Source: an optimization exercise on an open RTL-to-GDS flow (aim: small area). Production flows keep margins and buffers that such runs may drop.
Function was checked by simulation only, so behaviour that the tests miss may differ from the original.
Power is estimated from default activity; no workload was simulated.

--- flow/run.sh ---
#!/bin/bash
# synth_recipe.tcl (not shown) runs the flow's synth.tcl, then flattens the netlist and writes it again
# the make line also repeats each setting of config.mk as NAME=value (left out here)
make -C /OpenROAD-flow-scripts/flow DESIGN_CONFIG=/design/flow/config.mk WORK_HOME=/design/flow/orfs CLKGATE_MAP_FILE= SYNTH_SCRIPT=/design/flow/synth_recipe.tcl finish
--- flow/config.mk ---
export PLATFORM = sky130hd
export DESIGN_NAME = lcd_renderer
export DESIGN_NICKNAME = lcd_renderer
export VERILOG_FILES = /design/flow/design.v
export SDC_FILE = /design/flow/constraint.sdc
export NUM_CORES = 4
export LEC_CHECK = 0
export CAP_MARGIN = 20
export CORE_MARGIN = 2
export CORE_UTILIZATION = 40
export SLEW_MARGIN = 20
--- flow/constraint.sdc ---
create_clock -name core_clock -period 10.0 [get_ports {clk}]
set_input_delay 2.0000 -clock core_clock [delete_from_list [all_inputs] [get_ports {clk}]]
set_output_delay 2.0000 -clock core_clock [all_outputs]
set_load 0.01 [all_outputs]
--- flow/design.v ---
module RAM (
  input clka,
  input wea,
  input [5:0] addra,
  input [63:0] dina,
  output reg [63:0] douta
);
  reg [63:0] mem [0:63];
  always @(posedge clka) begin
    if (wea) begin
      mem[addra] <= dina;
      douta <= dina;
    end else begin
      douta <= mem[addra];
    end
  end
endmodule
module RAM_ctrl (
  input [99:0] game_table,  
  input clk,
  input rst_n,
  input change,
  input [3:0]addr_in,
  input en,
  output reg [7:0] data_out,
  output reg data_valid
);
  parameter IDLE  = 2'd0;
  parameter WRITE = 2'd1;
  parameter GETDATA = 2'd2;
  parameter TRANSDATA = 2'd3;
  reg [5:0] addr, addr_next;
  reg [5:0] counter_word, counter_word_next;
  wire [63:0] data_out_64;
  reg [63:0] data_in;
  reg [5:0] in_temp0, in_temp1, in_temp2, in_temp3,in_temp4,in_temp5,in_temp6,in_temp7,in_temp8,in_temp9;
  reg [3:0] cnt, cnt_next;   
  reg [511:0] mem, mem_next;
  reg [1:0] state, state_next;
  reg flag, flag_next;
  reg [7:0] data_out_next;
  reg data_valid_next;
  reg wen, wen_next;
  reg temp_change, temp_change_next;
	reg [9:0] data;
	always @*
	begin
		case(cnt)
			4'd0: data = game_table[9:0];
			4'd1: data = game_table[19:10];
			4'd2: data = game_table[29:20];
			4'd3: data = game_table[39:30];
			4'd4: data = game_table[49:40];
			4'd5: data = game_table[59:50];
			4'd6: data = game_table[69:60];
			4'd7: data = game_table[79:70];
			4'd8: data = game_table[89:80];
			4'd9: data = game_table[99:90];
			default: data = 10'd0;
		endcase
	end
  always @*
   begin
    if(data[9]==0)
        in_temp9 = 6'b0000_00;
    else 
        in_temp9 = 6'b1111_11;
    if(data[8]==0)
        in_temp8 = 6'b0000_00;
    else 
        in_temp8 = 6'b1111_11;
    if(data[7]==0)
        in_temp7 = 6'b0000_00;
    else 
        in_temp7 = 6'b1111_11;
    if(data[6]==0)
        in_temp6 = 6'b0000_00;
    else 
        in_temp6 = 6'b1111_11;
    if(data[5]==0)
        in_temp5 = 6'b0000_00;
    else 
        in_temp5 = 6'b1111_11;
    if(data[4]==0)
        in_temp4 = 6'b0000_00;
    else 
        in_temp4 = 6'b1111_11;
    if(data[3]==0)
        in_temp3 = 6'b0000_00;
    else 
        in_temp3 = 6'b1111_11;
    if(data[2]==0)
        in_temp2 = 6'b0000_00;
    else 
        in_temp2 = 6'b1111_11;
    if(data[1]==0)
        in_temp1 = 6'b0000_00;
    else 
        in_temp1 = 6'b1111_11;
    if(data[0]==0)
        in_temp0 = 6'b0000_00;
    else 
        in_temp0 = 6'b1111_11;
  end
  RAM R1(
    .clka(clk),
    .wea(wen),
    .addra(addr),
    .dina(data_in),
    .douta(data_out_64)
  );
  always @(posedge clk or negedge rst_n) begin
    if (!rst_n) begin
      addr <= 6'd0;
      cnt <= 2'd0;
      mem <= 512'd0;
      state <= IDLE;
      flag <= 1'b0;
      counter_word <= 6'd0;
      data_out <= 8'd0;
      data_valid <= 1'd0;
      wen <= 1'b1;
      temp_change <= 1'b0;
    end else begin
      addr <= addr_next;
      cnt <= cnt_next;
      mem <= mem_next;
      state <= state_next;
      flag <= flag_next;
      counter_word <= counter_word_next;
      data_out <= data_out_next;
      data_valid <= data_valid_next;
      wen <= wen_next;
      temp_change <= temp_change_next;
    end
  end
  always @(*) begin
    state_next = state;
    case(state)
      IDLE: begin
        if (wen) begin
          state_next = WRITE;
        end else begin
          state_next = GETDATA;
        end
      end
      WRITE: begin
        if (addr == 6'd63) begin
          state_next = GETDATA;
        end
      end
      GETDATA: begin
        if (flag == 1'b1) begin
          state_next = TRANSDATA;
        end
      end
      TRANSDATA: begin
        if (addr == 6'd0 && counter_word == 6'd63 && en) begin
          state_next = IDLE;
        end else if (counter_word == 6'd63 && en) begin
          state_next = GETDATA;
        end
      end
    endcase
  end
  always @(*) begin
    addr_next = addr;
    data_in = 64'd0;
    cnt_next = cnt;
    mem_next = mem;
    flag_next = 1'b0;
    counter_word_next = counter_word;
    data_valid_next = 1'd0;
    data_out_next = 8'd0;
    case(state)
      WRITE: begin
        addr_next = addr + 1'b1;
        if(addr == 6'd0 || addr == 6'd1 || addr == 6'd62 || addr == 6'd63)
          data_in = 64'b11111111_11111111_11111111_11111111_11111111_11111111_11111111_11111111;
        else
          data_in = {2'b11,in_temp0, in_temp1, in_temp2, in_temp3,in_temp4,in_temp5,in_temp6,in_temp7,in_temp8,in_temp9,2'b11};
        if (addr == 6'd7 || addr == 6'd13 || addr == 6'd19 || addr == 6'd25 || addr == 6'd31 || addr == 6'd37 || addr == 6'd43 || addr == 6'd49 || addr == 6'd55 || addr == 6'd61)
        begin
          if(cnt == 4'd9)
            cnt_next =4'd0;
          else
            cnt_next = cnt + 1'd1;
        end
      end
      GETDATA: begin
        if (!flag) begin
          addr_next = addr + 1'b1;
        end
        if ((addr%8) == 6'd7) begin
          flag_next = 1'b1;
        end
        if ((addr%8) >= 6'd1 || flag) begin
          mem_next[(((addr-1)%8)*64)+:64] = data_out_64;
        end
      end
      TRANSDATA: begin
        if (en) begin
          counter_word_next = counter_word + 1'b1;
          data_valid_next = 1'b1;
          data_out_next = {mem[511 - counter_word],
            mem[447 - counter_word],
            mem[383 - counter_word],
            mem[319 - counter_word],
            mem[255 - counter_word],
            mem[191 - counter_word],
            mem[127 - counter_word],
            mem[63 - counter_word]};
        end
      end
    endcase
  end
  always @(*) begin
    wen_next = wen;
    temp_change_next = temp_change;
    if (change) begin
      temp_change_next = 1'b1;
    end
    if (state == WRITE && addr == 6'd63) begin
      wen_next = 1'b0;
    end
    if (state == TRANSDATA && addr == 6'd0 && counter_word == 6'd63 && temp_change == 1'b1) begin
      temp_change_next = 1'b0;
      wen_next = 1'b1;
    end
  end
endmodule
module LCD_control (
  input wire clk,
  input wire rst_n,
  input wire [7:0] data,     
  input wire data_valid,     
  output reg LCD_di,
  output wire LCD_rw,
  output reg LCD_en,
  output wire LCD_rst,
  output wire [1:0] LCD_cs,
  output reg [7:0] LCD_data,
  output reg en_tran
);
  parameter SETDSL = 3'd0;
  parameter SetY = 3'd1;
  parameter SetX = 3'd2;
  parameter Display = 3'd3;
  parameter IDLE = 3'd4;
  parameter EARSE = 3'd5;
  assign LCD_rst = rst_n;
  assign LCD_cs = 2'b10;
  assign LCD_rw = 1'b0;
  reg LCD_di_next;
  reg [7:0] LCD_data_next;
  reg LCD_en_next;
  reg [2:0] state,state_next;
  reg en_tran_next;
  reg [5:0] y_cnt,y_cnt_next;
  reg [1:0] flag,flag_next;
  reg [2:0] x_cnt,x_cnt_next;
  always @(posedge clk or negedge rst_n) begin
    if (~rst_n) begin
      LCD_di <= 1'd0;
      LCD_data <= 8'b0000_0000;
      LCD_en <= 1'b1;
      state <= SETDSL;
      en_tran <= 1'b0;
      y_cnt <= 6'd0;
      x_cnt <= 3'd0;
      flag <= 2'd0;
    end else begin
      LCD_di <= LCD_di_next;
      LCD_data <= LCD_data_next;
      LCD_en <= LCD_en_next;
      state <= state_next;
      en_tran <= en_tran_next;
      y_cnt <= y_cnt_next;
      x_cnt <= x_cnt_next;
      flag <= flag_next;
    end
  end
  always @* begin
    state_next = state;
    if (LCD_en == 1'b0) begin
      case (state)
        SETDSL: begin
          state_next = EARSE;
        end
        EARSE: begin
          if ({x_cnt,y_cnt} == {3'd7,6'd63}) state_next = SetX;
        end
        SetX: begin
          state_next = SetY;
        end
        SetY: begin
          state_next = IDLE;
        end
        Display: begin
          if(flag == 1'b1 && x_cnt == 3'd0 && y_cnt == 6'd0) state_next = IDLE;
        end
        IDLE:begin
          state_next = Display;
        end
      endcase
    end
  end
  always @(*) begin
    LCD_en_next = ~LCD_en;
    LCD_data_next = LCD_data;
    LCD_di_next = LCD_di;
    en_tran_next = 1'd0;
    y_cnt_next = y_cnt;
    x_cnt_next = x_cnt;
    flag_next = flag;
    if (LCD_en ==1'd0) begin
      case (state)
        SETDSL: begin
          LCD_data_next = 8'b1100_0000;
          LCD_di_next   = 1'd0;
        end
        EARSE: begin
          if (flag == 2'b0) begin
            LCD_di_next   = 1'd0;
            LCD_data_next = {5'b10111,x_cnt};
            flag_next = flag + 1'b1;
          end else if (flag == 2'b1) begin
            LCD_di_next   = 1'd0;
            LCD_data_next = 8'b0100_0000;
            flag_next = flag + 1'b1;
          end else begin
            LCD_di_next   = 1'd1;
            LCD_data_next  = 8'b0000_0000;
            if (y_cnt == 6'd63) begin
              y_cnt_next = 6'd0;
              flag_next = 2'd0;
              x_cnt_next = x_cnt + 1'b1;
            end else begin
              y_cnt_next = y_cnt + 1'b1;
            end
          end
        end
        SetX: begin
          LCD_data_next = 8'b10111000;
          LCD_di_next   = 1'd0;
        end
        SetY: begin
          LCD_data_next = 8'b0100_0000;
          LCD_di_next   = 1'd0;
        end
        Display: begin
          if (flag == 2'b0) begin
            en_tran_next = 1'd1;
          end else if (flag == 2'd1) begin
            LCD_data_next = {5'b10111, x_cnt};
            LCD_di_next = 1'd0;
            flag_next = 2'd0;
          end
          if (data_valid) begin
            y_cnt_next = y_cnt + 1'b1;
            LCD_di_next = 1'd1;
            LCD_data_next = data;
            if (y_cnt == 6'd63) begin
              flag_next = flag + 1'b1;
              x_cnt_next = x_cnt + 1'b1;
            end
          end
        end
        IDLE: begin
          LCD_di_next = 1'd0;
          LCD_data_next = 8'b0011_1111;
        end
      endcase
    end
  end
endmodule
module lcd_renderer (
  input clk,
  input rst_n,
  input [99:0] game_table,
  output LCD_rst,
  output [1:0] LCD_cs,
  output LCD_rw,
  output LCD_di,
  output [7:0] LCD_data,
  output LCD_en
);
  wire en;
  wire [7:0] ram_data_out;
  wire out_valid;
  RAM_ctrl ram_c (
    .game_table(game_table),
    .clk(clk),
    .rst_n(rst_n),
    .change(1'b1),
    .addr_in(4'd0),
    .en(en),
    .data_out(ram_data_out),
    .data_valid(out_valid)
  );
  LCD_control LCD_ctrl (
    .clk(clk),
    .rst_n(rst_n),
    .data(ram_data_out),
    .data_valid(out_valid),
    .LCD_di(LCD_di),
    .LCD_rw(LCD_rw),
    .LCD_en(LCD_en),
    .LCD_rst(LCD_rst),
    .LCD_cs(LCD_cs),
    .LCD_data(LCD_data),
    .en_tran(en)
  );
endmodule
==> results.txt <==
* Final #Nets: 3959
- Minimum setup slack among reg-to-reg paths: 5.40 ns
* Total number of H-tree levels: 4
- Die Y-Extent: 370 um
* Setup-violating endpoint count in the final report: 0
- Leaving out filler cells and counting taps, the final layout contains 5710.
* Commonest register cell after synthesis: sky130_fd_sc_hd__edfxtp_1
- The analysis attributes to net switching a power of 2.11 mW.
* Register cell area after layout: 35500 sq um
- Starting utilization of the core area: 40.2%
* Sequence of cells on the critical path: buf_8, clkdlybuf4s50_1
- After detailed routing, the average wire length per cell comes to 24.4 um.
- RSZ-0062 raised after global routing: no
- Largest net degree at the start of global routing: 174
- Hold Startpoint: ram_c.mem[183]$_DFFE_PN0P_
* Run status: complete, no violations
* Detailed-routing iteration count for the pre-antenna-repair pass: 6
- Maximum buffer depth of the clock tree: 3
- For the worst setup path, the data arrival time is 3.13 ns.
- Top-count cell post-synth: sky130_fd_sc_hd__edfxtp_1
- Initial DRC count: 3612
- Kind of end point of the critical path: primary output
* Post-CTS resize count: 0
- Switching share of power: 20.3%
- In the final layout, the share of cells above drive strength 1 is 15.7%.
* Hold/Removal Path Class: reg -> reg
- Max-capacitance violation count: 0
- After synthesis the netlist holds a flip-flop and latch count of 1277.
* Average cell area after synthesis: 14.5 sq um
- Summing all multi-input logic gate instances after layout gives 17400 sq um.
- Overall overflow remaining after global route: 0
* Count of cell types in the netlist: 66
- On the critical path the largest part of the delay comes from buffers and inverters.
- Number of slew-limit violations in the final report: 0
- Most area-hungry cell type in the Yosys netlist: sky130_fd_sc_hd__edfxtp_1
* Number of synthesis warnings: 3
- Counting flops with a built-in enable in the synthesized netlist gives 704.
- At the end of routability-driven placement, the weighted congestion stood at 0.819.
* Clk network pwr share: 46.1%
- The number of failing hold endpoints at the final stage was 0.
- Delay of the slowest cell on the worst path: 0.66 ns
- Root Buffer Master: sky130_fd_sc_hd__clkbuf_16
- Buffers & Inverters on Critical Path: 2
- P&R area growth vs syn: 14.7%
* Share of the clock period used by the worst path after layout: 51.3%
- Worst hold path depth: 1
- Count of port buffers added during placement: 112
* Antenna-violating nets left: 0
- The via count of the first global-routing pass is 32300.
- The share of total power dissipated in combinational logic is 0.9%.
- 116 I/O pins were placed.
- Summed over all cells, the static leakage comes to 26.0 nW.
* Gr usage total: 20.2%
- For hold timing, the worst endpoint is ram_c.mem[183]$_DFFE_PN0P_.
- Subtracting the final worst setup slack from the clock period gives 5.13 ns.
- CTS saw 1277 sinks.
- Routed Wire Length: 139 mm
* Worst slew pin tran: 1.17 ns
- The worst pin sits at a relative slew slack of 20.5%.
* Number of vias in the routed layout: 32900
- Post-route clock skew: 0.0271 ns
- Die area: 137000 sq um
- The number of cells on the worst reg-to-reg path is 9.
- Std cell rows: 134
* Initial antenna violation count: 0
- In the routed design, unresolved DRC markers number 0.
- Pint: 8.29 mW
- The number of clock buffers added by TritonCTS is 132.
- Of all flip-flops after synthesis, the portion carrying an async set or reset was 44.4%.
- Worst Path Required: 8.00 ns
- Post-DP HPWL: 81.4 mm
- After synthesis, the cell types taking the most area are sky130_fd_sc_hd__edfxtp_1, sky130_fd_sc_hd__dfrtp_1, sky130_fd_sc_hd__mux4_2.
* Sequential element share of the synthesized area: 66.3%
- Insertion delay of the later-clocked pin in the worst-skew pair: 0.76 ns
- In this run the critical register-to-register path is captured at ram_c.mem[200]$_DFFE_PN0P_.
* Slowest stage cell, crit path: sky130_fd_sc_hd__clkdlybuf4s50_1
* Final Util: 46.1%
- TritonCTS built the clock tree.
- Hold_buf cts: 0
- Die W: 370 um
- Critical setup path kind: in -> out
- The cell count after synthesis came out at 3691.
* Per-cell via count in the routed design: 5.76
* Worst Hold Margin: 0.470 ns
- The first global-routing pass estimated 208 mm of wire.
- Highest clock frequency the design can meet: 195 MHz
- The share of total power dissipated in sequential elements is 53.0%.
* Total power of the final layout: 10.4 mW
* Kind of launch point of the worst setup path: input pin
* Area of the placeable core: 133000 sq um
* Post-synth design cell area: 53400 sq um
- Count of filler cells inserted in the layout: 11600
- Peak fanout along the critical path: 90
- Commonest cells in the netlist: sky130_fd_sc_hd__edfxtp_1, sky130_fd_sc_hd__dfrtp_1, sky130_fd_sc_hd__nand2_1
- Across the VDD grid, the largest voltage drop is 150 uV.
* Cell Pwr Density: 170 nW/um^2
* Fraction of post-synthesis cell area in the top cell type by area: 39.6%
- Adding up every negative setup slack in the final design gives 0 ns.
- # placed instances: 5471
* Post-CTS Setup Inserts: 0
- After clock tree synthesis, the clock-pin slew on the worst setup and hold paths is 0.06 ns.
## layout by cell type (no fill, tap or decap), types with 10 or more instances in the layout
master and count:
sky130_fd_sc_hd__clkinv_1 15, sky130_fd_sc_hd__a21o_1 179, sky130_fd_sc_hd__nand2_1 437, sky130_fd_sc_hd__a22o_1 21
sky130_fd_sc_hd__nor3_1 25, sky130_fd_sc_hd__dfrtp_1 560, sky130_fd_sc_hd__o21ai_1 54, sky130_fd_sc_hd__nor2b_1 15
sky130_fd_sc_hd__nand3_1 364, sky130_fd_sc_hd__a21oi_1 19, sky130_fd_sc_hd__xnor2_1 15, sky130_fd_sc_hd__inv_1 22
sky130_fd_sc_hd__mux2i_1 250, sky130_fd_sc_hd__inv_6 10, sky130_fd_sc_hd__o21ai_0 79, sky130_fd_sc_hd__o22ai_1 50
sky130_fd_sc_hd__a22oi_1 144, sky130_fd_sc_hd__and3_1 13, sky130_fd_sc_hd__clkbuf_8 15, sky130_fd_sc_hd__clkinv_2 22
sky130_fd_sc_hd__clkbuf_1 27, sky130_fd_sc_hd__edfxtp_1 704, sky130_fd_sc_hd__nand4_1 11, sky130_fd_sc_hd__nor2_2 22
sky130_fd_sc_hd__clkdlybuf4s50_1 111, sky130_fd_sc_hd__nor2_1 82, sky130_fd_sc_hd__buf_4 106, sky130_fd_sc_hd__o22ai_2 18
sky130_fd_sc_hd__ha_1 19, sky130_fd_sc_hd__clkbuf_16 134, sky130_fd_sc_hd__mux4_2 216
## worst max-delay path by stage
stage                   startpoint                             to  slack (ns)  cells after the start
floorplan           game_table[33]  ram_c.R1.mem[0][43]$_DFFE_PP_        5.20                      3
global placement             rst_n                        LCD_rst        4.78                      2
detailed placement           rst_n                        LCD_rst        4.78                      2
CTS                          rst_n                        LCD_rst        4.78                      2
global route                 rst_n                        LCD_rst        4.70                      2
finish                       rst_n                        LCD_rst        4.87                      2
## sequential cells by signal, summed over array words and instances, names as in the netlist, 2 cells and up, named ones only
register,flops
ram_c.state,2
LCD_ctrl.flag,2
ram_c.R1.mem,704
ram_c.cnt,4
ram_c.addr,6
ram_c.mem,512
ram_c.counter_word,6
LCD_ctrl.y_cnt,6
LCD_ctrl.LCD_data,8
LCD_ctrl.x_cnt,3
LCD_ctrl.state,3
ram_c.data_out,8
## cell type report
cell class,instances,share of cell area (%)
repair buffers,221,3.22
clock inverters,61,0.849
flip-flops and latches,1277,57.9
multi-input cells,2183,28.3
clock buffers,176,5.97
diodes,1,0.00408
well taps,1768,3.61
inverters,23,0.141
## cells by family after synthesis
logic type	synth area share [%]
compound gates	8.29
xor+xnor	0.328
fa+ha+maj	0.445
buf+inv	1.78
flops	66.3
mux	14.2
other cells	0.0141
simple gates	8.58
## layer usage
metal  part of all wire [%]  GRT usage [%]
met4                    2.7           6.53
met2                     47           31.6
met3                    6.5           3.34
met5                      0              0
met1                     44           28.8
## metrics by stage
stage | setup WS, ns | cell area [sq um]
6_report | 4.87 | 61300
5_1_grt | 4.70 | 61300
4_1_cts | 4.78 | 61200
3_5_place_dp | 4.78 | 57000
3_3_place_gp | 4.78 | 57000
2_1_floorplan | 5.20 | 53400
## power groups by stage
stage	combinational, mW	sequential (mW)	clock, mW
2_1_floorplan	0.00451	5.62	0
3_3_place_gp	0.0941	5.62	0
3_5_place_dp	0.0949	5.62	0
4_1_cts	0.0951	5.51	4.88
5_1_grt	0.104	5.51	5.10
6_report	0.0920	5.51	4.79

-- static timing again, ports no longer ideal --
In the flow no input, the clock included, has a driving cell. The finished layout below was timed again as built, in two steps.
Step 1: set_driving_cell puts a clkbuf_16 on clk and a buf_2 on each other input, an assumption about the parent block.
Step 2 adds t to the input delays and takes it off the output delays; t is the mean of the earliest and latest rising clock arrival at the registers after step 1. Input paths then give back, and output paths get back, about the clock's delay inside the block.
Slacks: ideal ports / drivers / drivers and shift; pairs: ideal ports / drivers.
t, ns: 0.812
setup WS [ns]: 4.865 / 4.810 / 4.810
cell pins on the clock port's net: 1
After both steps this run still meets setup and hold. The setup slack of this run moves by -0.055 ns with the drivers and by -0.055 ns with both steps.
